Context: an optimization exercise on an open-source flow, tuned for small area. The choices shown serve that exercise and are no tape-out recipe.
The RTL was checked by simulation tests, not by an equivalence proof against the original design.
Power figures rest on the tool's default switching activity, not on a simulated workload.

==> v16: inputs <==
Design pipeline, start of the top module:
module pipeline(
    clock,
    reset,
    imem_addr,
    imem_rdata,
    dmem_addr,
    dmem_wdata,
    dmem_we,
    dmem_re,
    dmem_rdata,
    program_done
);
export LEC_CHECK = 0
export CAP_MARGIN = 10
export CORE_MARGIN = 2
export CORE_UTILIZATION = 55
export PLACE_DENSITY = 0.65
export SLEW_MARGIN = 10
export SYNTH_HIERARCHICAL = 1
create_clock -name core_clock -period 10.0 [get_ports {clock}]
standard.sh (not shown) runs the stock make flow with config.mk's settings and CLKGATE_MAP_FILE= SYNTH_SCRIPT=/design/flow/synth_recipe.tcl, a recipe that flattens the netlist after the stock synthesis.
==> flow/flow/run.sh <==
#!/bin/bash
# Own layout flow: the standard synthesis and layout (standard.sh), with
# clock tree synthesis told not to add dummy loads and to cluster sinks in
# larger groups, the port buffers made with buf_1, and the resizer kept from
# buffers larger than buf_2 after synthesis (flow/dont_use.txt: the
# platform's don't-use list plus those). Each call's full output goes to its
# own log file in the work folder; ORFS keeps its per-step logs under
# orfs/logs.
set -euo pipefail
bash standard.sh synth > log_1_synth.txt 2>&1
bash standard.sh \
  "CTS_ARGS=-sink_clustering_enable -repair_clock_nets -dont_use_dummy_load -buf_list sky130_fd_sc_hd__clkbuf_4 -sink_clustering_size 8 -sink_clustering_max_diameter 50" \
  "BUFFER_PORTS_ARGS=-buffer_cell sky130_fd_sc_hd__buf_1" \
  "DONT_USE_CELLS=$(cat flow/dont_use.txt)" \
  finish > log_2_layout.txt 2>&1
==> flow/flow/dont_use.txt <==
sky130_fd_sc_hd__probe_p_8 sky130_fd_sc_hd__probec_p_8 sky130_fd_sc_hd__lpflow_bleeder_1 sky130_fd_sc_hd__lpflow_clkbufkapwr_1 sky130_fd_sc_hd__lpflow_clkbufkapwr_16 sky130_fd_sc_hd__lpflow_clkbufkapwr_2 sky130_fd_sc_hd__lpflow_clkbufkapwr_4 sky130_fd_sc_hd__lpflow_clkbufkapwr_8 sky130_fd_sc_hd__lpflow_clkinvkapwr_1 sky130_fd_sc_hd__lpflow_clkinvkapwr_16 sky130_fd_sc_hd__lpflow_clkinvkapwr_2 sky130_fd_sc_hd__lpflow_clkinvkapwr_4 sky130_fd_sc_hd__lpflow_clkinvkapwr_8 sky130_fd_sc_hd__lpflow_decapkapwr_12 sky130_fd_sc_hd__lpflow_decapkapwr_3 sky130_fd_sc_hd__lpflow_decapkapwr_4 sky130_fd_sc_hd__lpflow_decapkapwr_6 sky130_fd_sc_hd__lpflow_decapkapwr_8 sky130_fd_sc_hd__lpflow_inputiso0n_1 sky130_fd_sc_hd__lpflow_inputiso0p_1 sky130_fd_sc_hd__lpflow_inputiso1n_1 sky130_fd_sc_hd__lpflow_inputiso1p_1 sky130_fd_sc_hd__lpflow_inputisolatch_1 sky130_fd_sc_hd__lpflow_isobufsrc_1 sky130_fd_sc_hd__lpflow_isobufsrc_16 sky130_fd_sc_hd__lpflow_isobufsrc_2 sky130_fd_sc_hd__lpflow_isobufsrc_4 sky130_fd_sc_hd__lpflow_isobufsrc_8 sky130_fd_sc_hd__lpflow_isobufsrckapwr_16 sky130_fd_sc_hd__lpflow_lsbuf_lh_hl_isowell_tap_1 sky130_fd_sc_hd__lpflow_lsbuf_lh_hl_isowell_tap_2 sky130_fd_sc_hd__lpflow_lsbuf_lh_hl_isowell_tap_4 sky130_fd_sc_hd__lpflow_lsbuf_lh_isowell_4 sky130_fd_sc_hd__lpflow_lsbuf_lh_isowell_tap_1 sky130_fd_sc_hd__lpflow_lsbuf_lh_isowell_tap_2 sky130_fd_sc_hd__lpflow_lsbuf_lh_isowell_tap_4 sky130_fd_sc_hd__buf_4 sky130_fd_sc_hd__buf_6 sky130_fd_sc_hd__buf_8 sky130_fd_sc_hd__buf_12 sky130_fd_sc_hd__buf_16 sky130_fd_sc_hd__bufbuf_8 sky130_fd_sc_hd__bufbuf_16 sky130_fd_sc_hd__bufinv_8 sky130_fd_sc_hd__bufinv_16
==> v14: changes against v16 <==
--- a/flow/design.v
+++ b/flow/design.v
@@ -125,27 +125,18 @@
     wire [31:0] rd_rs, rd_rt;
     genvar bk, rk;
     generate
         for (bk = 0; bk < 32; bk = bk + 1) begin : rdm
             wire [31:0] col;
             for (rk = 0; rk < 32; rk = rk + 1) begin : c
                 assign col[rk] = regs[rk][bk];
             end
-            wire [10:0] ts_n, tt_n;
-            for (rk = 0; rk < 10; rk = rk + 1) begin : g
-                rf_aoi3 ms (.s0(dec_rs[3*rk]), .d0(col[3*rk]), .s1(dec_rs[3*rk+1]), .d1(col[3*rk+1]),
-                            .s2(dec_rs[3*rk+2]), .d2(col[3*rk+2]), .q_n(ts_n[rk]));
-                rf_aoi3 mt (.s0(dec_rt[3*rk]), .d0(col[3*rk]), .s1(dec_rt[3*rk+1]), .d1(col[3*rk+1]),
-                            .s2(dec_rt[3*rk+2]), .d2(col[3*rk+2]), .q_n(tt_n[rk]));
-            end
-            assign ts_n[10] = ~((dec_rs[30] & col[30]) | (dec_rs[31] & col[31]));
-            assign tt_n[10] = ~((dec_rt[30] & col[30]) | (dec_rt[31] & col[31]));
-            assign rd_rs[bk] = ~&ts_n;
-            assign rd_rt[bk] = ~&tt_n;
+            rf_mux32 mrs (.sel(dec_rs), .d(col), .q(rd_rs[bk]));
+            rf_mux32 mrt (.sel(dec_rt), .d(col), .q(rd_rt[bk]));
         end
     endgenerate
     always @(posedge clock) begin
         rs_q <= rd_rs;
         rt_q <= rd_rt;
     end
     wire kill_x = taken | zap;               
     wire [5:0]  xop = kill_x ? 6'b0 : si[31:26];
@@ -308,56 +299,43 @@
             if (!stall)
                 fa <= taken ? out : first ? 32'h8002_0000 : fa + 32'd4;
             insn_valid <= fa >= 32'h8002_0000;
             if (jr_x && out == 32'd31)
                 program_done <= 1'b1;
         end
     end
 endmodule
-module rf_aoi3 (
-    input  wire s0, d0, s1, d1, s2, d2,
-    output wire q_n
+module rf_mux32 (
+    input  wire [31:0] sel,
+    input  wire [31:0] d,
+    output wire        q
 );
-    assign q_n = ~((s0 & d0) | (s1 & d1) | (s2 & d2));
+    assign q = |(sel & d);
 endmodule
 module shift_right (
     input  wire        left,
     input  wire [4:0]  sa,
     input  wire [31:0] d,
     output wire [31:0] q
 );
-    wire [31:0] din;
+    integer k;
+    reg [31:0] din;
+    always @(*)
+        for (k = 0; k < 32; k = k + 1)
+            din[k] = left ? d[31 - k] : d[k];
     wire [3:0] sd0 = 4'b1 << sa[1:0];
     wire [3:0] sd1 = 4'b1 << sa[3:2];
-    wire [31:0] sh_1, sh_2;
-    genvar k;
-    generate
-        for (k = 0; k < 32; k = k + 1) begin : st
-            assign din[k] = left ? d[31 - k] : d[k];
-            if (k + 3 < 32) begin : f1
-                wire t_n;
-                rf_aoi3 u0 (.s0(sd0[0]), .d0(din[k]), .s1(sd0[1]), .d1(din[k + 1]),
-                            .s2(sd0[2]), .d2(din[k + 2]), .q_n(t_n));
-                assign sh_1[k] = ~(t_n & ~(sd0[3] & din[k + 3]));
-            end else if (k + 2 < 32) begin : p1a
-                assign sh_1[k] = (sd0[0] & din[k]) | (sd0[1] & din[k + 1]) | (sd0[2] & din[k + 2]);
-            end else if (k + 1 < 32) begin : p1b
-                assign sh_1[k] = (sd0[0] & din[k]) | (sd0[1] & din[k + 1]);
-            end else begin : p1c
-                assign sh_1[k] = sd0[0] & din[k];
-            end
-            if (k + 12 < 32) begin : f2
-                wire t_n;
-                rf_aoi3 u0 (.s0(sd1[0]), .d0(sh_1[k]), .s1(sd1[1]), .d1(sh_1[k + 4]),
-                            .s2(sd1[2]), .d2(sh_1[k + 8]), .q_n(t_n));
-                assign sh_2[k] = ~(t_n & ~(sd1[3] & sh_1[k + 12]));
-            end else if (k + 8 < 32) begin : p2a
-                assign sh_2[k] = (sd1[0] & sh_1[k]) | (sd1[1] & sh_1[k + 4]) | (sd1[2] & sh_1[k + 8]);
-            end else if (k + 4 < 32) begin : p2b
-                assign sh_2[k] = (sd1[0] & sh_1[k]) | (sd1[1] & sh_1[k + 4]);
-            end else begin : p2c
-                assign sh_2[k] = sd1[0] & sh_1[k];
-            end
-        end
-    endgenerate
+    wire [63:0] sh_x = {32'b0, din};
+    reg  [31:0] sh_1, sh_2;
+    reg  [63:0] sh_y;
+    integer si_k;
+    always @(*) begin
+        for (si_k = 0; si_k < 32; si_k = si_k + 1)
+            sh_1[si_k] = (sd0[0] & sh_x[si_k]) | (sd0[1] & sh_x[si_k + 1]) |
+                         (sd0[2] & sh_x[si_k + 2]) | (sd0[3] & sh_x[si_k + 3]);
+        sh_y = {32'b0, sh_1};
+        for (si_k = 0; si_k < 32; si_k = si_k + 1)
+            sh_2[si_k] = (sd1[0] & sh_y[si_k]) | (sd1[1] & sh_y[si_k + 4]) |
+                         (sd1[2] & sh_y[si_k + 8]) | (sd1[3] & sh_y[si_k + 12]);
+    end
     assign q = sa[4] ? {16'b0, sh_2[31:16]} : sh_2;
 endmodule
==> flow/flow/run.sh (replaced) <==
#!/bin/bash
# Own layout flow: the standard synthesis and layout (standard.sh), with
# clock tree synthesis told not to add dummy loads and to cluster sinks in
# larger groups, and the port buffers made with buf_1. Each call's full
# output goes to its own log file in the work folder; ORFS keeps its
# per-step logs under orfs/logs.
set -euo pipefail
bash standard.sh synth > log_1_synth.txt 2>&1
bash standard.sh \
  "CTS_ARGS=-sink_clustering_enable -repair_clock_nets -dont_use_dummy_load -buf_list sky130_fd_sc_hd__clkbuf_16 -sink_clustering_size 30 -sink_clustering_max_diameter 60" \
  "BUFFER_PORTS_ARGS=-buffer_cell sky130_fd_sc_hd__buf_1" \
  finish > log_2_layout.txt 2>&1
- CORE_UTILIZATION: 55 -> 45
- PLACE_DENSITY: 0.65 -> 0.6
removed: flow/flow/dont_use.txt
==> summary of the runs <==
Of v14 and v16, v14 has the higher clock power (gap about 40%, measured against v16).
Between v14 and v16, the lower cell count is in v16 (gap about 9%, measured against v16).
First-iteration DRC count: v16 is higher than v14 (about 43%).
Between v16 and v14, the lower clock skew is in v14 (gap 0.0041 ns).
Of v16 and v14, v16 has the higher via count (gap about 0.9%, measured against v14).
Of v16 and v14, v16 has the higher core utilization (gap 9.3 points).
Wire length: v16 is lower than v14 (about 4%).
Between v16 and v14, the lower synthesized cell count is in v16 (gap 5.2%, measured against v14).
In v16 the global-route usage is higher than in v14, by 8.3 points.
==> figures <==
item                                                                     v16             v14
Run status                                                    finished clean  finished clean
Clock buffer count from CTS                                              185             106
Tap cell count                                                         1,391           1,768
Worst Reg2Reg Path Length in Cells                                        21              20
Mean number of vias per cell                                            7.92            7.24
Sw frac                                                                29.1%           26.7%
Number of warnings printed during yosys synthesis                          8               9
First-pass DRT Iterations                                                 30              10
Reported net switching power                                         2950 uW         3000 uW
Maximum clock frequency                                              124 MHz         122 MHz
Finished layout cell area                                        0.0630 mm^2     0.0674 mm^2
Seq pwr                                                              6210 uW         6190 uW
Global placer's final weighted congestion                               1.12            1.01
Fraction of final layout cells sized beyond drive strength 1           10.4%           12.0%
Sequential fraction of design power                                    61.1%           55.0%
Post-Route M1 WL                                                   82,300 um       93,800 um
Total cell area at the placement stage                           0.0615 mm^2     0.0647 mm^2
Total core area                                                   0.105 mm^2      0.133 mm^2
Net count of the finished layout                                       4,995           5,162

==> run a <==
pipeline, a different RTL version from the one above (not shown whole).
clock: 10.0 ns
lec_check: 0
cap_margin: 20
core_margin: 2
core_utilization: 45
cts_buf_list: sky130_fd_sc_hd__clkbuf_16
cts_cluster_diameter: 60
cts_cluster_size: 30
place_density: 0.6
slew_margin: 20
run.sh (not shown) runs the stock make flow with config.mk's settings and CLKGATE_MAP_FILE= SYNTH_SCRIPT=/design/flow/synth_recipe.tcl, a recipe that flattens the netlist after the stock synthesis.
Stock flow here: none of the scripts above is used.
==> run b: changes against run a <==
--- a/flow/design.v
+++ b/flow/design.v
@@ -117,15 +117,39 @@
             always @(posedge clock) begin
                 if (reset || (wb_we && wb_rd == gi))
                     regs[gi] <= wd;
             end
         end
     endgenerate
+    wire [31:0] dec_rs = 32'b1 << rs;
+    wire [31:0] dec_rt = 32'b1 << rt;
+    wire [31:0] rd_rs, rd_rt;
+    genvar bk, rk;
+    generate
+        for (bk = 0; bk < 32; bk = bk + 1) begin : rdm
+            wire [31:0] col;
+            for (rk = 0; rk < 32; rk = rk + 1) begin : c
+                assign col[rk] = regs[rk][bk];
+            end
+            wire [10:0] ts_n, tt_n;
+            wire [32:0] colx = {1'b0, col};
+            wire [32:0] dsx = {1'b0, dec_rs};
+            wire [32:0] dtx = {1'b0, dec_rt};
+            for (rk = 0; rk < 11; rk = rk + 1) begin : g
+                rf_aoi3 ms (.s0(dsx[3*rk]), .d0(colx[3*rk]), .s1(dsx[3*rk+1]), .d1(colx[3*rk+1]),
+                            .s2(dsx[3*rk+2]), .d2(colx[3*rk+2]), .q_n(ts_n[rk]));
+                rf_aoi3 mt (.s0(dtx[3*rk]), .d0(colx[3*rk]), .s1(dtx[3*rk+1]), .d1(colx[3*rk+1]),
+                            .s2(dtx[3*rk+2]), .d2(colx[3*rk+2]), .q_n(tt_n[rk]));
+            end
+            assign rd_rs[bk] = ~&ts_n;
+            assign rd_rt[bk] = ~&tt_n;
+        end
+    endgenerate
     always @(posedge clock) begin
-        rs_q <= regs[rs];
-        rt_q <= regs[rt];
+        rs_q <= rd_rs;
+        rt_q <= rd_rt;
     end
     wire kill_x = taken | zap;               
     wire [5:0]  xop = kill_x ? 6'b0 : si[31:26];
     wire [5:0]  xfn = kill_x ? 6'b0 : si[5:0];
     wire [4:0]  xsa = kill_x ? 5'b0 : si[10:6];
     wire [4:0]  xrt = si[20:16];
@@ -166,26 +190,51 @@
         else if (x_jal)
             yop = sp ? 32'd8 : 32'd4;
         else
             yop = {{13{boff[16]}}, boff, 2'b00};
     end
     wire [31:0] xop_a = use_pc ? fa : a;
-    wire [32:0] sum = {1'b0, xop_a} + {1'b0, sub ? ~yop : yop} + {32'b0, sub};
+    wire [32:0] sum = add33(xop_a, sub ? ~yop : yop, sub);
     wire lt_s = (a[31] ^ yop[31]) ? a[31] : sum[31];
     wire lt_u = ~sum[32];
+    function [32:0] add33;
+        input [31:0] x;
+        input [31:0] y;
+        input        ci;
+        reg [31:0] p, g, pp, gg;
+        reg [32:0] c;
+        integer i, l;
+        begin
+            p = x ^ y;
+            g = x & y;
+            gg = g;
+            pp = p;
+            gg[0] = g[0] | (p[0] & ci);
+            for (l = 0; l < 5; l = l + 1)
+                for (i = (2 << l) - 1; i < 32; i = i + (2 << l)) begin
+                    gg[i] = gg[i] | (pp[i] & gg[i - (1 << l)]);
+                    pp[i] = pp[i] & pp[i - (1 << l)];
+                end
+            for (l = 3; l >= 0; l = l - 1)
+                for (i = (3 << l) - 1; i < 32; i = i + (2 << l)) begin
+                    gg[i] = gg[i] | (pp[i] & gg[i - (1 << l)]);
+                    pp[i] = pp[i] & pp[i - (1 << l)];
+                end
+            c[0] = ci;
+            for (i = 0; i < 32; i = i + 1)
+                c[i + 1] = gg[i];
+            add33 = {c[32], p ^ c[31:0]};
+        end
+    endfunction
     function [31:0] rev32;
         input [31:0] v;
         integer k;
         for (k = 0; k < 32; k = k + 1) rev32[k] = v[31-k];
     endfunction
-    wire [31:0] sh_in  = f_sll ? rev32(b) : b;
-    wire [31:0] sh_4 = xsa[4] ? {16'b0, sh_in[31:16]} : sh_in;
-    wire [31:0] sh_3 = xsa[3] ? {8'b0, sh_4[31:8]} : sh_4;
-    wire [31:0] sh_2 = xsa[2] ? {4'b0, sh_3[31:4]} : sh_3;
-    wire [31:0] sh_1 = xsa[1] ? {2'b0, sh_2[31:2]} : sh_2;
-    wire [31:0] sh_r = xsa[0] ? {1'b0, sh_1[31:1]} : sh_1;
+    wire [31:0] sh_r;
+    shift_right SHIFTER (.left (f_sll), .sa (xsa), .d (b), .q (sh_r));
     wire [31:0] axb = a ^ b;
     wire a_eq_b = axb == 32'h0;
     wire a_zero = a == 32'h0;
     wire [5:0]  jtop = fa[31:26] + {5'b0, sp & (&fa[25:2])};
     wire [31:0] jtarget = {jtop, 26'b0} | {si[25:0], 2'b00};
     wire br_go  = (x_beq & a_eq_b) | (x_bne & ~a_eq_b) | (x_bgtz & ~a_zero) | x_bgez;
@@ -262,6 +311,54 @@
             insn_valid <= fa >= 32'h8002_0000;
             if (jr_x && out == 32'd31)
                 program_done <= 1'b1;
         end
     end
 endmodule
+module rf_aoi3 (
+    input  wire s0, d0, s1, d1, s2, d2,
+    output wire q_n
+);
+    assign q_n = ~((s0 & d0) | (s1 & d1) | (s2 & d2));
+endmodule
+module shift_right (
+    input  wire        left,
+    input  wire [4:0]  sa,
+    input  wire [31:0] d,
+    output wire [31:0] q
+);
+    wire [31:0] din;
+    wire [3:0] sd0 = 4'b1 << sa[1:0];
+    wire [3:0] sd1 = 4'b1 << sa[3:2];
+    wire [31:0] sh_1, sh_2;
+    genvar k;
+    generate
+        for (k = 0; k < 32; k = k + 1) begin : st
+            assign din[k] = left ? d[31 - k] : d[k];
+            if (k + 3 < 32) begin : f1
+                wire t_n;
+                rf_aoi3 u0 (.s0(sd0[0]), .d0(din[k]), .s1(sd0[1]), .d1(din[k + 1]),
+                            .s2(sd0[2]), .d2(din[k + 2]), .q_n(t_n));
+                assign sh_1[k] = ~(t_n & ~(sd0[3] & din[k + 3]));
+            end else if (k + 2 < 32) begin : p1a
+                assign sh_1[k] = (sd0[0] & din[k]) | (sd0[1] & din[k + 1]) | (sd0[2] & din[k + 2]);
+            end else if (k + 1 < 32) begin : p1b
+                assign sh_1[k] = (sd0[0] & din[k]) | (sd0[1] & din[k + 1]);
+            end else begin : p1c
+                assign sh_1[k] = sd0[0] & din[k];
+            end
+            if (k + 12 < 32) begin : f2
+                wire t_n;
+                rf_aoi3 u0 (.s0(sd1[0]), .d0(sh_1[k]), .s1(sd1[1]), .d1(sh_1[k + 4]),
+                            .s2(sd1[2]), .d2(sh_1[k + 8]), .q_n(t_n));
+                assign sh_2[k] = ~(t_n & ~(sd1[3] & sh_1[k + 12]));
+            end else if (k + 8 < 32) begin : p2a
+                assign sh_2[k] = (sd1[0] & sh_1[k]) | (sd1[1] & sh_1[k + 4]) | (sd1[2] & sh_1[k + 8]);
+            end else if (k + 4 < 32) begin : p2b
+                assign sh_2[k] = (sd1[0] & sh_1[k]) | (sd1[1] & sh_1[k + 4]);
+            end else begin : p2c
+                assign sh_2[k] = sd1[0] & sh_1[k];
+            end
+        end
+    endgenerate
+    assign q = sa[4] ? {16'b0, sh_2[31:16]} : sh_2;
+endmodule
==> flow/flow/run.sh (new file) <==
#!/bin/bash
# Own layout flow: the standard synthesis and layout (standard.sh), with
# clock tree synthesis told not to add dummy loads and to cluster sinks in
# larger groups, and the port buffers made with buf_1. Each call's full
# output goes to its own log file in the work folder; ORFS keeps its
# per-step logs under orfs/logs.
set -euo pipefail
bash standard.sh synth > log_1_synth.txt 2>&1
bash standard.sh \
  "CTS_ARGS=-sink_clustering_enable -repair_clock_nets -dont_use_dummy_load -buf_list sky130_fd_sc_hd__clkbuf_8 -sink_clustering_size 16 -sink_clustering_max_diameter 50" \
  "BUFFER_PORTS_ARGS=-buffer_cell sky130_fd_sc_hd__buf_1" \
  finish > log_2_layout.txt 2>&1
==> flow/standard.sh (new file) <==
#!/bin/bash
# synth_recipe.tcl (not shown) runs the flow's synth.tcl, then flattens the netlist and writes it again
# the make line also repeats each setting of config.mk as NAME=value (left out here)
make -C /OpenROAD-flow-scripts/flow DESIGN_CONFIG=/design/flow/config.mk WORK_HOME=/design/flow/orfs CLKGATE_MAP_FILE= SYNTH_SCRIPT=/design/flow/synth_recipe.tcl "${@:-finish}"
==> flow/config.mk (replaced) <==
export PLATFORM = sky130hd
export DESIGN_NAME = pipeline
export DESIGN_NICKNAME = pipeline
export VERILOG_FILES = /design/flow/design.v
export SDC_FILE = /design/flow/constraint.sdc
export NUM_CORES = 4
export LEC_CHECK = 0
export CAP_MARGIN = 10
export CORE_MARGIN = 2
export CORE_UTILIZATION = 45
export PLACE_DENSITY = 0.6
export SLEW_MARGIN = 10
export SYNTH_HIERARCHICAL = 1
removed: flow/run.sh
==> run c: changes against run a <==
--- a/flow/design.v
+++ b/flow/design.v
@@ -166,26 +166,66 @@
         else if (x_jal)
             yop = sp ? 32'd8 : 32'd4;
         else
             yop = {{13{boff[16]}}, boff, 2'b00};
     end
     wire [31:0] xop_a = use_pc ? fa : a;
-    wire [32:0] sum = {1'b0, xop_a} + {1'b0, sub ? ~yop : yop} + {32'b0, sub};
+    wire [32:0] sum = add33(xop_a, sub ? ~yop : yop, sub);
     wire lt_s = (a[31] ^ yop[31]) ? a[31] : sum[31];
     wire lt_u = ~sum[32];
+    function [32:0] add33;
+        input [31:0] x;
+        input [31:0] y;
+        input        ci;
+        reg [31:0] p, g, pp, gg;
+        reg [32:0] c;
+        integer i, l;
+        begin
+            p = x ^ y;
+            g = x & y;
+            gg = g;
+            pp = p;
+            gg[0] = g[0] | (p[0] & ci);
+            for (l = 0; l < 5; l = l + 1)
+                for (i = (2 << l) - 1; i < 32; i = i + (2 << l)) begin
+                    gg[i] = gg[i] | (pp[i] & gg[i - (1 << l)]);
+                    pp[i] = pp[i] & pp[i - (1 << l)];
+                end
+            for (l = 3; l >= 0; l = l - 1)
+                for (i = (3 << l) - 1; i < 32; i = i + (2 << l)) begin
+                    gg[i] = gg[i] | (pp[i] & gg[i - (1 << l)]);
+                    pp[i] = pp[i] & pp[i - (1 << l)];
+                end
+            c[0] = ci;
+            for (i = 0; i < 32; i = i + 1)
+                c[i + 1] = gg[i];
+            add33 = {c[32], p ^ c[31:0]};
+        end
+    endfunction
     function [31:0] rev32;
         input [31:0] v;
         integer k;
         for (k = 0; k < 32; k = k + 1) rev32[k] = v[31-k];
     endfunction
     wire [31:0] sh_in  = f_sll ? rev32(b) : b;
-    wire [31:0] sh_4 = xsa[4] ? {16'b0, sh_in[31:16]} : sh_in;
-    wire [31:0] sh_3 = xsa[3] ? {8'b0, sh_4[31:8]} : sh_4;
-    wire [31:0] sh_2 = xsa[2] ? {4'b0, sh_3[31:4]} : sh_3;
-    wire [31:0] sh_1 = xsa[1] ? {2'b0, sh_2[31:2]} : sh_2;
-    wire [31:0] sh_r = xsa[0] ? {1'b0, sh_1[31:1]} : sh_1;
+    wire [3:0] sd0 = 4'b1 << xsa[1:0];
+    wire [3:0] sd1 = 4'b1 << xsa[3:2];
+    wire [63:0] sh_x = {32'b0, sh_in};
+    reg  [31:0] sh_1, sh_2;
+    reg  [63:0] sh_y;
+    integer si_k;
+    always @(*) begin
+        for (si_k = 0; si_k < 32; si_k = si_k + 1)
+            sh_1[si_k] = (sd0[0] & sh_x[si_k]) | (sd0[1] & sh_x[si_k + 1]) |
+                         (sd0[2] & sh_x[si_k + 2]) | (sd0[3] & sh_x[si_k + 3]);
+        sh_y = {32'b0, sh_1};
+        for (si_k = 0; si_k < 32; si_k = si_k + 1)
+            sh_2[si_k] = (sd1[0] & sh_y[si_k]) | (sd1[1] & sh_y[si_k + 4]) |
+                         (sd1[2] & sh_y[si_k + 8]) | (sd1[3] & sh_y[si_k + 12]);
+    end
+    wire [31:0] sh_r = xsa[4] ? {16'b0, sh_2[31:16]} : sh_2;
     wire [31:0] axb = a ^ b;
     wire a_eq_b = axb == 32'h0;
     wire a_zero = a == 32'h0;
     wire [5:0]  jtop = fa[31:26] + {5'b0, sp & (&fa[25:2])};
     wire [31:0] jtarget = {jtop, 26'b0} | {si[25:0], 2'b00};
     wire br_go  = (x_beq & a_eq_b) | (x_bne & ~a_eq_b) | (x_bgtz & ~a_zero) | x_bgez;
==> flow/flow/run.sh (new file) <==
#!/bin/bash
# Own layout flow: the standard synthesis and layout (standard.sh), with
# clock tree synthesis told not to add dummy loads and to cluster sinks in
# larger groups, and the port buffers made with buf_1. Each call's full
# output goes to its own log file in the work folder; ORFS keeps its
# per-step logs under orfs/logs.
set -euo pipefail
bash standard.sh synth > log_1_synth.txt 2>&1
bash standard.sh \
  "CTS_ARGS=-sink_clustering_enable -repair_clock_nets -dont_use_dummy_load -buf_list sky130_fd_sc_hd__clkbuf_16 -sink_clustering_size 30 -sink_clustering_max_diameter 60" \
  "BUFFER_PORTS_ARGS=-buffer_cell sky130_fd_sc_hd__buf_1" \
  finish > log_2_layout.txt 2>&1
==> flow/standard.sh (new file) <==
#!/bin/bash
# synth_recipe.tcl (not shown) runs the flow's synth.tcl, then flattens the netlist and writes it again
# the make line also repeats each setting of config.mk as NAME=value (left out here)
make -C /OpenROAD-flow-scripts/flow DESIGN_CONFIG=/design/flow/config.mk WORK_HOME=/design/flow/orfs CLKGATE_MAP_FILE= SYNTH_SCRIPT=/design/flow/synth_recipe.tcl "${@:-finish}"
==> flow/config.mk (replaced) <==
export PLATFORM = sky130hd
export DESIGN_NAME = pipeline
export DESIGN_NICKNAME = pipeline
export VERILOG_FILES = /design/flow/design.v
export SDC_FILE = /design/flow/constraint.sdc
export NUM_CORES = 4
export LEC_CHECK = 0
export CAP_MARGIN = 10
export CORE_MARGIN = 2
export CORE_UTILIZATION = 45
export PLACE_DENSITY = 0.6
export SLEW_MARGIN = 10
removed: flow/run.sh
==> flow_summary_export.csv <==
group,metric,value,unit
status,status,"no timing/DRC/antenna violations",
power_and_ir_drop,leakagePower,23.45,nW
sta,worst_slack,2.170,ns
grt,grtUsageMet3,18.09,%
setup_path,timing.critical_path.from,"taken$_SDFF_PP0_",
placed_design,place_ws,1.489,ns
yosys,synth-simple-area-share,9.540,%
final_layout,multi_input_area_share,35.98,%
die,initial_core_util,45.42,%
power_and_ir_drop,ir_drop,0.1292,mV
routing,wl_per_cell,46.58,um
setup_path,crit_top_cell,"nor2_1",
final_layout,final-seq-area,35940,sq um
yosys,synthMuxAreaShare,2.214,%
routing,routed-wl-met2,132500,um
routing,drt-initial-drc-count,12030,
placed_design,dpl.hpwl,187700,um
routing,drt_wl_total,326100,um
die,core_area,135600,sq um
power_and_ir_drop,intPower,8.178,mW
That was run c.
==> flow_summary_export.csv <==
group,metric,value,unit
setup_path,timing.critical_path.from,"imem_rdata[18]",
routing,drt-initial-drc-count,11010,
placed_design,place_ws,1.466,ns
power_and_ir_drop,leakagePower,22.51,nW
yosys,synth-simple-area-share,9.166,%
placed_design,dpl.hpwl,161000,um
routing,routed-wl-met2,112500,um
power_and_ir_drop,ir_drop,0.1269,mV
sta,worst_slack,2.159,ns
power_and_ir_drop,intPower,7.530,mW
grt,grtUsageMet3,7.089,%
status,status,"no timing/DRC/antenna violations",
final_layout,final-seq-area,35940,sq um
routing,wl_per_cell,38.55,um
yosys,synthMuxAreaShare,3.150,%
That was run b.
==> flow_summary_export.csv <==
group,metric,value,unit
final_layout,multi_input_area_share,35.78,%
status,status,"no timing/DRC/antenna violations",
sta,slew-limit-headroom,17.90,%
routing,drc,0,
routing,routed-wl-met2,145400,um
placed_design,place_ws,1.308,ns
power_and_ir_drop,intPower,8.625,mW
die,initial_core_util,45.41,%
setup_path,timing.critical_path.from,"imem_rdata[25]",
routing,drt-initial-drc-count,12710,
power_and_ir_drop,ir_drop,0.1608,mV
routing,wl_per_cell,48.79,um
routing,drt_wl_total,352900,um
final_layout,final-seq-area,35940,sq um
power_and_ir_drop,leakagePower,25.54,nW
yosys,synth-simple-area-share,9.250,%
sta,worst_slack,1.844,ns
setup_path,crit_top_cell,"a21oi_1",
That was run a.

separate check: timing with driven ports:
Ports are ideal in the flow. The routed layouts listed here were re-timed in OpenROAD. Step 1 sets driving cells, clkbuf_16 on the clock port and buf_2 on the other inputs (assumed; they add their load-dependent delay and slew). Step 2 adds t to the input delays and takes it off the output delays; t is the mean of the earliest and latest rising clock arrival at the registers after step 1. Input paths then give back, and output paths get back, about the clock's delay inside the block. a / b / c = ideal / step 1 / step 2; a / b = the first two.
run	shift t [ns]	slack for setup (ns)	hold slack, ns	worst data-port slew with drivers (ns)	cell pins on the clock port's net
v16	1.159	1.948 / 1.948 / 1.061	0.406 / 0.406 / 0.406	0.07	1
v14	0.791	1.836 / 1.885 / 1.094	0.402 / 0.402 / 0.402	0.12	1
run a	0.865	1.844 / 1.873 / 1.008	0.401 / 0.401 / 0.401	0.13	1
run b	0.921	2.159 / 2.189 / 1.268	0.379 / 0.379 / 0.379	0.08	1
run c	0.820	2.170 / 2.170 / 1.417	0.401 / 0.401 / 0.401	0.05	1
After both steps setup and hold are still met in every run listed. For run b, which loses most, drivers alone change the setup slack by +0.030 ns; drivers and shift together by -0.891 ns.
